Context: an optimization exercise on an open-source flow, tuned for small area. The choices shown serve that exercise and are no tape-out recipe.
At most, simulation tests tie the RTL to the original design; equivalence was not proved.

==> yarrow: inputs <==
## led_matrix_soc
module led_matrix_soc (
	input  wire         clk,
	input  wire         rst,
	output wire         mm_waitrequest,
	output wire [31:0]  mm_readdata,
	output wire         mm_readdatavalid,
	input  wire [31:0]  mm_writedata,
	input  wire [9:0]   mm_address,
	input  wire         mm_write,
	input  wire         mm_read,
	output wire [28:0]  sdram_address,
	input  wire         sdram_waitrequest,
	input  wire [63:0]  sdram_readdata,
	input  wire         sdram_readdatavalid,
	output wire         sdram_read,
	output wire [7:0]   sdram_burstcount,
	output wire [9:0]   ram_address,
	output wire [47:0]  ram_data,
	output wire         ram_wren,
	input  wire [47:0]  ram_q,
	output wire         r0,
	output wire         g0,
	output wire         b0,
	output wire         r1,
	output wire         g1,
	output wire         b1,
	output wire         r2,
	output wire         g2,
	output wire         b2,
	output wire         r3,
	output wire         g3,
	output wire         b3,
	output wire [2:0]   a,
	output wire         blank,
	output wire         sclk,
	output wire         latch
);
wire [31:0] dma_start;
wire [31:0] begin_dma_address;
wire [31:0] size_of_buffer;
wire [31:0] mem_mux;
wire [31:0] matrix_rst;
wire [47:0] dist_dma;
wire        write_enable;
wire [9:0]  dist_address;
wire [9:0]  matrix_memory_address;
avalon_csr avalon_csr (
	.clk              (clk),
	.rst              (rst),
	.mm_waitrequest   (mm_waitrequest),
	.mm_readdata      (mm_readdata),
	.mm_readdatavalid (mm_readdatavalid),
	.mm_writedata     (mm_writedata),
	.mm_address       (mm_address),
	.mm_write         (mm_write),
	.mm_read          (mm_read),
	.reg0             (dma_start),
	.reg1             (begin_dma_address),
	.reg2             (size_of_buffer),
	.reg3             (mem_mux),
	.reg4             (matrix_rst)
);
matrix matrix (
	.rst_n            (matrix_rst[0]),
	.clk              (clk),
	.r0               (r0),
	.g0               (g0),
	.b0               (b0),
	.r1               (r1),
	.g1               (g1),
	.b1               (b1),
	.r2               (r2),
	.g2               (g2),
	.b2               (b2),
	.r3               (r3),
	.g3               (g3),
	.b3               (b3),
	.a                (a),
	.blank            (blank),
	.sclk             (sclk),
	.latch            (latch),
  ...
==> module dma_from_sdram, before the edit <==
module dma_from_sdram
(
	input  wire        clk,
	input  wire        rst,
	input  wire        start,
	input  wire [28:0] begin_address,
	input  wire [31:0] size_buffer,
	output wire [28:0] sdram0_data_address,
	input  wire        sdram0_data_waitrequest,
	input  wire [47:0] sdram0_data_readdata,
	input  wire        sdram0_data_readdatavalid,
	output wire        sdram0_data_read,
	output wire [7:0]  sdram0_data_burstcount,
	output wire [9:0]  dist_address,
	output wire [47:0] dist_data,
	output wire        write_enable
);
localparam IDLE = 3'd0, READ = 3'd1, RESP = 3'd2, WRITE = 3'd3, STOP = 3'd4;
reg [2:0]  state;
reg [28:0] addr;
reg [31:0] count;
reg [47:0] data;
wire [31:0] count_inc = count + 32'd1;
always @(posedge clk) begin
	data <= sdram0_data_readdata;
	if (state == IDLE && start)
		addr <= begin_address;
	else if (state == WRITE)
		addr <= addr + 29'd1;
	if (rst) begin
		state <= IDLE;
		count <= 32'd0;
	end else begin
		case (state)
			IDLE:  if (start) state <= READ;
			READ:  if (!sdram0_data_waitrequest) state <= RESP;
			RESP:  if (sdram0_data_readdatavalid) state <= WRITE;
			WRITE: begin
				count <= count_inc;
				state <= (count_inc == size_buffer) ? STOP : READ;
			end
			default: state <= STOP;
		endcase
	end
end
assign sdram0_data_address    = addr;
assign sdram0_data_read       = (state == READ);
assign sdram0_data_burstcount = 8'd1;
assign dist_address           = count[9:0];
assign dist_data              = data;
assign write_enable           = (state == WRITE);
endmodule
==> module matrix, before the edit <==
module matrix
(
	input  wire        rst_n,
	input  wire        clk,
	output reg         r0,
	output reg         g0,
	output reg         b0,
	output reg         r1,
	output reg         g1,
	output reg         b1,
	output reg         r2,
	output reg         g2,
	output reg         b2,
	output reg         r3,
	output reg         g3,
	output reg         b3,
	output reg  [2:0]  a,
	output reg         blank,
	output reg         sclk,
	output reg         latch,
	output wire [9:0]  mem_address,
	input  wire        mem_enable,
	input  wire [47:0] mem_output_data
);
reg [12:0] t;
reg        first;
reg [1:0]  rd_bit;
reg [2:0]  rd_row;
wire shifting = (t[12:9] == 4'd0);
reg [12:0] t_end;
always @(*) begin
	if (first)
		t_end = 13'd960;
	else
		case (rd_bit)
			2'd1: t_end = 13'd940;
			2'd2: t_end = 13'd1900;
			2'd3: t_end = 13'd3820;
			default: t_end = 13'd7660;
		endcase
end
wire expire = (t == t_end);
wire [11:0] bits;
genvar i;
generate
	for (i = 0; i < 12; i = i + 1) begin : g_bit
		wire [3:0] nib = mem_output_data[4*i+3:4*i];
		assign bits[i] = nib[rd_bit] & mem_enable;
	end
endgenerate
always @(posedge clk) begin
	if (rst_n) begin
		t      <= 13'd0;
		first  <= 1'b1;
		rd_bit <= 2'd0;
		rd_row <= 3'd0;
		a      <= 3'd0;
		blank  <= 1'b1;
		sclk   <= 1'b0;
		latch  <= 1'b0;
		{r3, g3, b3, r2, g2, b2, r1, g1, b1, r0, g0, b0} <= 12'd0;
	end else begin
		if (expire) begin
			t     <= -13'sd19;
			first <= 1'b0;
		end else
			t <= t + 13'd1;
		if (expire)
			blank <= 1'b1;
		else if (t == -13'sd2)
			blank <= 1'b0;
		if (t == -13'sd11) begin
			latch <= 1'b1;
			a     <= rd_row;
		end else if (t == -13'sd2)
			latch <= 1'b0;
		if (t == -13'sd1) begin
			rd_bit <= rd_bit + 2'd1;
			if (rd_bit == 2'd3)
				rd_row <= rd_row + 3'd1;
		end
		sclk <= shifting && (t[1:0] == 2'd3);
		if (shifting && t[1:0] == 2'd1)
			{r3, g3, b3, r2, g2, b2, r1, g1, b1, r0, g0, b0} <= bits;
	end
end
assign mem_address = {rd_row, shifting ? t[8:2] : 7'd0};
endmodule
Settings: LEC_CHECK=0, CAP_MARGIN=20, CORE_MARGIN=2, CORE_UTILIZATION=40, CTS_BUF_LIST=sky130_fd_sc_hd__clkbuf_4, SLEW_MARGIN=20; clock period 5.0 ns.
standard.sh (not shown) runs the stock make flow with config.mk's settings and CLKGATE_MAP_FILE= SYNTH_SCRIPT=/design/flow/synth_recipe.tcl, a recipe that flattens the netlist after the stock synthesis.
==> flow/flow/run.sh <==
#!/bin/bash
# The standard layout (the standard.sh, standard synthesis unchanged),
# with each port buffered by the smallest buffer cell instead of the
# default clkdlybuf4s50_1.
set -euo pipefail
bash standard.sh "BUFFER_PORTS_ARGS=-buffer_cell sky130_fd_sc_hd__buf_1" finish > flow_standard.log 2>&1
==> zinc: changes against yarrow <==
--- a/flow/design.v
+++ b/flow/design.v
@@ -77,13 +77,36 @@
 reg [47:0] data;
-wire [31:0] count_inc = count + 32'd1;
+wire        step = (state == WRITE);
+wire [31:0] count_c;
+wire [28:0] addr_c;
+genvar i;
+generate
+	for (i = 0; i < 32; i = i + 1) begin : g_cinc
+		if (i % 8 == 0) begin : g_blk
+			if (i == 0)
+				assign count_c[i] = step;
+			else
+				assign count_c[i] = step & (&count[i-1:0]);
+		end else begin : g_rip
+			assign count_c[i] = count_c[i-1] & count[i-1];
+		end
+	end
+	for (i = 0; i < 29; i = i + 1) begin : g_ainc
+		if (i % 8 == 0) begin : g_blk
+			if (i == 0)
+				assign addr_c[i] = step;
+			else
+				assign addr_c[i] = step & (&addr[i-1:0]);
+		end else begin : g_rip
+			assign addr_c[i] = addr_c[i-1] & addr[i-1];
+		end
+	end
+endgenerate
+wire [31:0] count_next = count ^ count_c;
 always @(posedge clk) begin
 	data <= sdram0_data_readdata;
-	if (state == IDLE && start)
-		addr <= begin_address;
-	else if (state == WRITE)
-		addr <= addr + 29'd1;
-	if (rst) begin
+	addr  <= (state == IDLE) ? begin_address : (addr ^ addr_c);
+	count <= count_next & {32{~rst}};
+	if (rst)
 		state <= IDLE;
-		count <= 32'd0;
-	end else begin
+	else
 		case (state)
@@ -92,9 +115,5 @@
 			RESP:  if (sdram0_data_readdatavalid) state <= WRITE;
-			WRITE: begin
-				count <= count_inc;
-				state <= (count_inc == size_buffer) ? STOP : READ;
-			end
+			WRITE: state <= (count_next == size_buffer) ? STOP : READ;
 			default: state <= STOP;
 		endcase
-	end
 end
@@ -123,6 +142,6 @@
 	output reg         b3,
-	output reg  [2:0]  a,
-	output reg         blank,
+	output wire [2:0]  a,
+	output wire        blank,
 	output reg         sclk,
-	output reg         latch,
+	output wire        latch,
 	output wire [9:0]  mem_address,
@@ -136,15 +155,39 @@
 wire shifting = (t[12:9] == 4'd0);
-reg [12:0] t_end;
+wire [13:0] t_c;
+assign t_c[0] = 1'b1;
+genvar j;
+generate
+	for (j = 0; j < 13; j = j + 1) begin : g_tinc
+		assign t_c[j+1] = t_c[j] & t[j];
+	end
+endgenerate
+wire [12:0] t_inc = t ^ t_c[12:0];
+wire neg = &t[12:9];
+reg  expire;
 always @(*) begin
 	if (first)
-		t_end = 13'd960;
+		expire = ~t[12] & t[9] & t[8] & t[7] & t[6];               
 	else
 		case (rd_bit)
-			2'd1: t_end = 13'd940;
-			2'd2: t_end = 13'd1900;
-			2'd3: t_end = 13'd3820;
-			default: t_end = 13'd7660;
+			2'd1: expire = ~t[12] & t[9] & t[8] & t[7] & t[5] & t[3] & t[2];           
+			2'd2: expire = ~t[12] & t[10] & t[9] & t[8] & t[6] & t[5] & t[3] & t[2];   
+			2'd3: expire = ~t[12] & t[11] & t[10] & t[9] & t[7] & t[6] & t[5] & t[3] & t[2];  
+			default: expire = ~t[9] & t[12] & t[11] & t[10] & t[8] & t[7] & t[6] & t[5] & t[3] & t[2];  
 		endcase
 end
-wire expire = (t == t_end);
+wire late   = neg & t[4] & (t[3] | (t[2] & t[1]));    
+wire at_m1  = neg & (t[4:0] == 5'b11111);    
+wire [4:0] plane = {rd_row, rd_bit};
+wire [5:0] p_c;
+assign p_c[0] = at_m1;
+generate
+	for (j = 0; j < 5; j = j + 1) begin : g_pinc
+		assign p_c[j+1] = p_c[j] & plane[j];
+	end
+endgenerate
+wire [3:0] psel;
+assign psel[0] = mem_enable & (rd_bit == 2'd0);
+assign psel[1] = mem_enable & (rd_bit == 2'd1);
+assign psel[2] = mem_enable & (rd_bit == 2'd2);
+assign psel[3] = mem_enable & (rd_bit == 2'd3);
 wire [11:0] bits;
@@ -154,3 +197,3 @@
 		wire [3:0] nib = mem_output_data[4*i+3:4*i];
-		assign bits[i] = nib[rd_bit] & mem_enable;
+		assign bits[i] = |(nib & psel);
 	end
@@ -163,27 +206,12 @@
 		rd_row <= 3'd0;
-		a      <= 3'd0;
-		blank  <= 1'b1;
 		sclk   <= 1'b0;
-		latch  <= 1'b0;
 		{r3, g3, b3, r2, g2, b2, r1, g1, b1, r0, g0, b0} <= 12'd0;
 	end else begin
-		if (expire) begin
-			t     <= -13'sd19;
-			first <= 1'b0;
-		end else
-			t <= t + 13'd1;
 		if (expire)
-			blank <= 1'b1;
-		else if (t == -13'sd2)
-			blank <= 1'b0;
-		if (t == -13'sd11) begin
-			latch <= 1'b1;
-			a     <= rd_row;
-		end else if (t == -13'sd2)
-			latch <= 1'b0;
-		if (t == -13'sd1) begin
-			rd_bit <= rd_bit + 2'd1;
-			if (rd_bit == 2'd3)
-				rd_row <= rd_row + 3'd1;
-		end
+			t <= -13'sd19;
+		else
+			t <= t_inc;
+		if (at_m1)
+			first <= 1'b0;
+		{rd_row, rd_bit} <= plane ^ p_c[4:0];
 		sclk <= shifting && (t[1:0] == 2'd3);
@@ -193,2 +221,6 @@
 end
+assign blank = neg ? ~at_m1 : first;
+assign latch = late & ~at_m1;
+wire a_lags = (rd_bit == 2'd0) & ~first & ~late;
+assign a = rd_row - {2'd0, a_lags};
 assign mem_address = {rd_row, shifting ? t[8:2] : 7'd0};
==> flow/flow/run.sh (replaced) <==
#!/bin/bash
# The standard layout (the standard.sh, standard synthesis unchanged),
# with each port buffered by the smallest buffer cell instead of the
# default clkdlybuf4s50_1, and a clock tree of clkbuf_4 without dummy loads.
set -euo pipefail
bash standard.sh "BUFFER_PORTS_ARGS=-buffer_cell sky130_fd_sc_hd__buf_1" \
  "CTS_ARGS=-sink_clustering_enable -repair_clock_nets -sink_clustering_size 8 -sink_clustering_max_diameter 100 -buf_list sky130_fd_sc_hd__clkbuf_4 -dont_use_dummy_load" \
  finish > flow_standard.log 2>&1
Settings changed: CORE_UTILIZATION 40 to 65, CTS_BUF_LIST sky130_fd_sc_hd__clkbuf_4 to default.
==> xenon: changes against yarrow <==
--- a/flow/design.v
+++ b/flow/design.v
@@ -77,13 +77,36 @@
 reg [47:0] data;
-wire [31:0] count_inc = count + 32'd1;
+wire        step = (state == WRITE);
+wire [31:0] count_c;
+wire [28:0] addr_c;
+genvar i;
+generate
+	for (i = 0; i < 32; i = i + 1) begin : g_cinc
+		if (i % 8 == 0) begin : g_blk
+			if (i == 0)
+				assign count_c[i] = step;
+			else
+				assign count_c[i] = step & (&count[i-1:0]);
+		end else begin : g_rip
+			assign count_c[i] = count_c[i-1] & count[i-1];
+		end
+	end
+	for (i = 0; i < 29; i = i + 1) begin : g_ainc
+		if (i % 8 == 0) begin : g_blk
+			if (i == 0)
+				assign addr_c[i] = step;
+			else
+				assign addr_c[i] = step & (&addr[i-1:0]);
+		end else begin : g_rip
+			assign addr_c[i] = addr_c[i-1] & addr[i-1];
+		end
+	end
+endgenerate
+wire [31:0] count_next = count ^ count_c;
 always @(posedge clk) begin
 	data <= sdram0_data_readdata;
-	if (state == IDLE && start)
-		addr <= begin_address;
-	else if (state == WRITE)
-		addr <= addr + 29'd1;
-	if (rst) begin
+	addr  <= (state == IDLE) ? begin_address : (addr ^ addr_c);
+	count <= count_next & {32{~rst}};
+	if (rst)
 		state <= IDLE;
-		count <= 32'd0;
-	end else begin
+	else
 		case (state)
@@ -92,9 +115,5 @@
 			RESP:  if (sdram0_data_readdatavalid) state <= WRITE;
-			WRITE: begin
-				count <= count_inc;
-				state <= (count_inc == size_buffer) ? STOP : READ;
-			end
+			WRITE: state <= (count_next == size_buffer) ? STOP : READ;
 			default: state <= STOP;
 		endcase
-	end
 end
@@ -123,6 +142,6 @@
 	output reg         b3,
-	output reg  [2:0]  a,
-	output reg         blank,
+	output wire [2:0]  a,
+	output wire        blank,
 	output reg         sclk,
-	output reg         latch,
+	output wire        latch,
 	output wire [9:0]  mem_address,
@@ -136,15 +155,34 @@
 wire shifting = (t[12:9] == 4'd0);
-reg [12:0] t_end;
+wire [13:0] t_c;
+assign t_c[0] = 1'b1;
+genvar j;
+generate
+	for (j = 0; j < 13; j = j + 1) begin : g_tinc
+		assign t_c[j+1] = t_c[j] & t[j];
+	end
+endgenerate
+wire [12:0] t_inc = t ^ t_c[12:0];
+wire neg = &t[12:9];
+reg  expire;
 always @(*) begin
 	if (first)
-		t_end = 13'd960;
+		expire = ~t[12] & t[9] & t[8] & t[7] & t[6];               
 	else
 		case (rd_bit)
-			2'd1: t_end = 13'd940;
-			2'd2: t_end = 13'd1900;
-			2'd3: t_end = 13'd3820;
-			default: t_end = 13'd7660;
+			2'd1: expire = ~t[12] & t[9] & t[8] & t[7] & t[5] & t[3] & t[2];           
+			2'd2: expire = ~t[12] & t[10] & t[9] & t[8] & t[6] & t[5] & t[3] & t[2];   
+			2'd3: expire = ~t[12] & t[11] & t[10] & t[9] & t[7] & t[6] & t[5] & t[3] & t[2];  
+			default: expire = ~t[9] & t[12] & t[11] & t[10] & t[8] & t[7] & t[6] & t[5] & t[3] & t[2];  
 		endcase
 end
-wire expire = (t == t_end);
+wire late   = neg & t[4] & (t[3] | (t[2] & t[1]));    
+wire at_m1  = neg & (t[4:0] == 5'b11111);    
+wire [4:0] plane = {rd_row, rd_bit};
+wire [5:0] p_c;
+assign p_c[0] = at_m1;
+generate
+	for (j = 0; j < 5; j = j + 1) begin : g_pinc
+		assign p_c[j+1] = p_c[j] & plane[j];
+	end
+endgenerate
 wire [11:0] bits;
@@ -163,27 +201,12 @@
 		rd_row <= 3'd0;
-		a      <= 3'd0;
-		blank  <= 1'b1;
 		sclk   <= 1'b0;
-		latch  <= 1'b0;
 		{r3, g3, b3, r2, g2, b2, r1, g1, b1, r0, g0, b0} <= 12'd0;
 	end else begin
-		if (expire) begin
-			t     <= -13'sd19;
-			first <= 1'b0;
-		end else
-			t <= t + 13'd1;
 		if (expire)
-			blank <= 1'b1;
-		else if (t == -13'sd2)
-			blank <= 1'b0;
-		if (t == -13'sd11) begin
-			latch <= 1'b1;
-			a     <= rd_row;
-		end else if (t == -13'sd2)
-			latch <= 1'b0;
-		if (t == -13'sd1) begin
-			rd_bit <= rd_bit + 2'd1;
-			if (rd_bit == 2'd3)
-				rd_row <= rd_row + 3'd1;
-		end
+			t <= -13'sd19;
+		else
+			t <= t_inc;
+		if (at_m1)
+			first <= 1'b0;
+		{rd_row, rd_bit} <= plane ^ p_c[4:0];
 		sclk <= shifting && (t[1:0] == 2'd3);
@@ -193,2 +216,6 @@
 end
+assign blank = neg ? ~at_m1 : first;
+assign latch = late & ~at_m1;
+wire a_lags = (rd_bit == 2'd0) & ~first & ~late;
+assign a = rd_row - {2'd0, a_lags};
 assign mem_address = {rd_row, shifting ? t[8:2] : 7'd0};
Settings changed: CORE_UTILIZATION 40 to 65, CTS_BUF_LIST sky130_fd_sc_hd__clkbuf_4 to sky130_fd_sc_hd__clkbuf_4 sky130_fd_sc_hd__clkbuf_8 sky130_fd_sc_hd__clkbuf_16, CTS_CLUSTER_DIAMETER from default to 100, CTS_CLUSTER_SIZE from default to 15.
==> results.sh <==
export IMPL_outcome="finished clean"
export IMPL_synth_area_mux_share_pct=3.88
export IMPL_min_from="matrix.t[0]"
export IMPL_clock_tree_area_fraction_pct=5.45
export IMPL_htreeDepth=1
[end of results for xenon]
==> results.sh <==
export IMPL_top_power_group="registers"
export IMPL_clock_tree_area_fraction_pct=2.46
export IMPL_drive_gt1_share_pct=11.0
export IMPL_outcome="finished clean"
export IMPL_synth_area_mux_share_pct=3.89
export IMPL_dpl_cell_area_mm2=0.0170
export IMPL_min_from="sdram_readdata[13]"
export IMPL_htreeDepth=2
export IMPL_via_per_inst=5.93
export IMPL_path_cells="nand3b_4, nor3_2, inv_1, nor3_1, and2_1, ha_1, ha_1, ha_1, ha_1, ha_1, ha_1, ha_1, xor2_1, nor4_1, nand4_1, nor4b_1, o21ba_2"
[end of results for zinc]
==> results.sh <==
export IMPL_yosysWarnings=4
export IMPL_synth_area_mux_share_pct=2.22
export IMPL_clock_tree_area_fraction_pct=6.82
export IMPL_skew_ns=0.0579
export IMPL_maxCapViolCount=0
export IMPL_hold_ws_ns=0.259
export IMPL_outcome="finished clean"
export IMPL_htreeDepth=3
[end of results for yarrow]
For yarrow, only the layout was checked, not whether the RTL still works.

[separate check: timing with driven ports]
The flow's constraints put no driver on any port. The routed layouts listed below were extracted and timed again, unchanged, in two steps.
Step 1 (the two cells are an assumption about what drives the block):
set clk [get_ports {clk}]
set_driving_cell -lib_cell sky130_fd_sc_hd__clkbuf_16 $clk
set_driving_cell -lib_cell sky130_fd_sc_hd__buf_2 [delete_from_list [all_inputs] $clk]
Step 2, shift: input delay + t, output delay - t, t = (earliest + latest rising clock arrival at the registers) / 2. This alone moves slack from input paths to output paths.
a / b / c = no drivers / after step 1 / after step 2; a / b = the first two.
run | t, ns | setup WS [ns] | hold slack, ns | worst setup path at the end | cell pins on the clock port's net
yarrow | 0.865 | 1.423 / 1.373 / 1.499 | 0.259 / 0.231 / 0.496 | input to register | 1
zinc | 0.699 | 1.210 / 1.210 / 1.210 | 0.373 / 0.364 / 0.497 | register to register | 1
xenon | 0.605 | 1.339 / 1.339 / 1.339 | 0.481 / 0.481 / 0.481 | register to register | 1
After both steps every run listed still meets setup and hold.
